From an optimization exercise on the open Yosys and OpenROAD flow, aimed at small area and a short achievable clock period; shortcuts taken in it are not production practice. In this exercise RTL edits were held to simulation tests only and were not proved equivalent to the original. Power figures rest on the tool's default switching activity, not on a simulated workload.

v20:
## NEURON
module NEURON(Clock, SignA, SignB, SignC, SignD, ExponentA, ExponentB, ExponentC, ExponentD, MantissaA, MantissaB, MantissaC, MantissaD, SignOut, ExponentOut, MantissaOut, SignOut1, ExponentOut1, MantissaOut1, SignOut2, ExponentOut2, MantissaOut2);
==> flow/config.mk <==
export PLATFORM = sky130hd
export DESIGN_NAME = NEURON
export DESIGN_NICKNAME = NEURON
export VERILOG_FILES = /design/flow/design.v
export SDC_FILE = /design/flow/constraint.sdc
export NUM_CORES = 4
export LEC_CHECK = 0
export CAP_MARGIN = 20
export CORE_MARGIN = 2
export CORE_UTILIZATION = 55
export CTS_BUF_LIST = sky130_fd_sc_hd__clkbuf_8
export SLEW_MARGIN = 20
export SYNTH_HIERARCHICAL = 1
export TNS_END_PERCENT = 5
==> flow/constraint.sdc <==
create_clock -name core_clock -period 11.0 [get_ports {Clock}]
set_input_delay 2.2000 -clock core_clock [delete_from_list [all_inputs] [get_ports {Clock}]]
set_output_delay 2.2000 -clock core_clock [all_outputs]
set_load 0.01 [all_outputs]
standard.sh (not shown) runs the stock make flow with config.mk's settings and CLKGATE_MAP_FILE= SYNTH_SCRIPT=/design/flow/synth_recipe.tcl, a recipe that flattens the netlist after the stock synthesis.
==> flow/flow/run.sh <==
#!/bin/bash
# The standard layout, with plain buf_1 cells as port buffers and timing
# repair aiming below the clock period (paths with less than SETUP_SLACK_MARGIN
# ns of slack are repaired).
set -euo pipefail
export BUFFER_PORTS_ARGS="-buffer_cell sky130_fd_sc_hd__buf_1"
export SETUP_SLACK_MARGIN=7.2
bash standard.sh > standard_flow.log 2>&1
The inputs of v49 differ from those of v20 as listed below.
--- a/flow/flow/run.sh
+++ b/flow/flow/run.sh
@@ -5,4 +5,4 @@
 set -euo pipefail
 export BUFFER_PORTS_ARGS="-buffer_cell sky130_fd_sc_hd__buf_1"
-export SETUP_SLACK_MARGIN=7.2
+export SETUP_SLACK_MARGIN=7.45
 bash standard.sh > standard_flow.log 2>&1
Results
Between v20 and v49, the initial antenna violation count does not differ in any meaningful way. On total area of multi-input combinational cells, v49 and v20 are basically level. Any difference in register share of total power between v20 and v49 is small enough to ignore. There was hardly any difference in routed wire length between v49 and v20. In terms of post-route worst hold slack, v20 and v49 differ only marginally. Areal power density over the cells delta (v49 -> v20): insignificant. Total of clock buffers placed in the layout came out exactly the same in v49 and v20. For the critical path depth, v49 came in 2 lower than v20 did. Compared with v20, in v49 post-CTS resize count grew by 8; routing usage on met2 now sits higher. Comparing v49 and v20, buffers inserted during post-CTS setup optimization is lower on v20.
Edits applied to the flow inputs when going from v49 to v39:
--- a/flow/flow/run.sh
+++ b/flow/flow/run.sh
@@ -5,4 +5,4 @@
 set -euo pipefail
 export BUFFER_PORTS_ARGS="-buffer_cell sky130_fd_sc_hd__buf_1"
-export SETUP_SLACK_MARGIN=7.45
+export SETUP_SLACK_MARGIN=7.3
 bash standard.sh > standard_flow.log 2>&1
--- outcome ---
- From v49 to v39, sequential element share of the synthesized area did not move at all.
- Relative to v49, the wire length on met3 measured on v39 has decreased by a few percent.
- v39 and v49 ended up with nearly the same share of power burned in the clock network.
- v39 -> v49: final cycle utilization of the critical path flat
- Design area of v49 is on par with v39.
- Utilization after layout across v39 and v49: no real change.

NEURON, a different RTL version from the one above (not shown whole).
Size in the first run: ~91 flip-flops, roughly 85 I/O pins, about 0.0064 mm2 of cells after synthesis.
clock: 11.0 ns
lec_check: 0
cap_margin: 20
core_margin: 2
core_utilization: 55
cts_buf_list: sky130_fd_sc_hd__clkbuf_8
place_density: 0.7
slew_margin: 20
tns_end_percent: 5
==> flow/flow/run.sh <==
#!/bin/bash
# The standard layout, with plain buf_1 cells as port buffers and timing
# repair aiming below the clock period (paths with less than SETUP_SLACK_MARGIN
# ns of slack are repaired).
set -euo pipefail
export BUFFER_PORTS_ARGS="-buffer_cell sky130_fd_sc_hd__buf_1"
export SETUP_SLACK_MARGIN=7.1
bash standard.sh > standard_flow.log 2>&1
Rerun with:
PLACE_DENSITY = default   (was 0.7)
Effect: The changed run completed with no timing, DRC or antenna violations; clock power shrinks by 9.0%; clock skew shrinks by 0.0035 ns; power grows by 0.58%; critical path depth grows by 6.
Rerun with:
--- a/flow/flow/run.sh
+++ b/flow/flow/run.sh
@@ -5,4 +5,4 @@
 set -euo pipefail
 export BUFFER_PORTS_ARGS="-buffer_cell sky130_fd_sc_hd__buf_1"
-export SETUP_SLACK_MARGIN=7.1
+export SETUP_SLACK_MARGIN=7.3
 bash standard.sh > standard_flow.log 2>&1
Result:
- flip-flop and latch count is unchanged
- total power went down slightly
- routed wire length barely changes
- die area stays the same
- utilization increases by 0.22 points

what the ideal ports hide:
How much do the figures lean on ideal ports? The routed layouts below were timed once more, with nothing changed but the port constraints.
Step 1: set_driving_cell puts a clkbuf_16 on Clock and a buf_2 on each other input, an assumption about the parent block.
Step 2 moves the port delays by t, midway between the first and last clock arrival at a register: inputs arrive t later, outputs are due t later. That takes back most of the time a late clock gives input paths.
Slacks: ideal / step 1 / step 2; pairs: ideal / step 1.
run	t, ns	setup slack, ns	clock arrival spread, ns
v20	0.399	7.181 / 7.145 / 6.923	0.015 / 0.015
v49	0.400	7.166 / 7.131 / 6.924	0.015 / 0.015
v39	0.401	7.171 / 7.135 / 6.924	0.016 / 0.016
the first run of note 2	0.409	7.046 / 7.012 / 6.900	0.014 / 0.013
the second run of note 2	0.403	7.145 / 7.139 / 6.907	0.011 / 0.011
the third run of note 2	0.412	7.132 / 7.132 / 7.017	0.017 / 0.016
After both steps every run listed still meets setup and hold. The setup slack of v20, which loses most, moves by -0.036 ns with the drivers and by -0.258 ns with both steps.
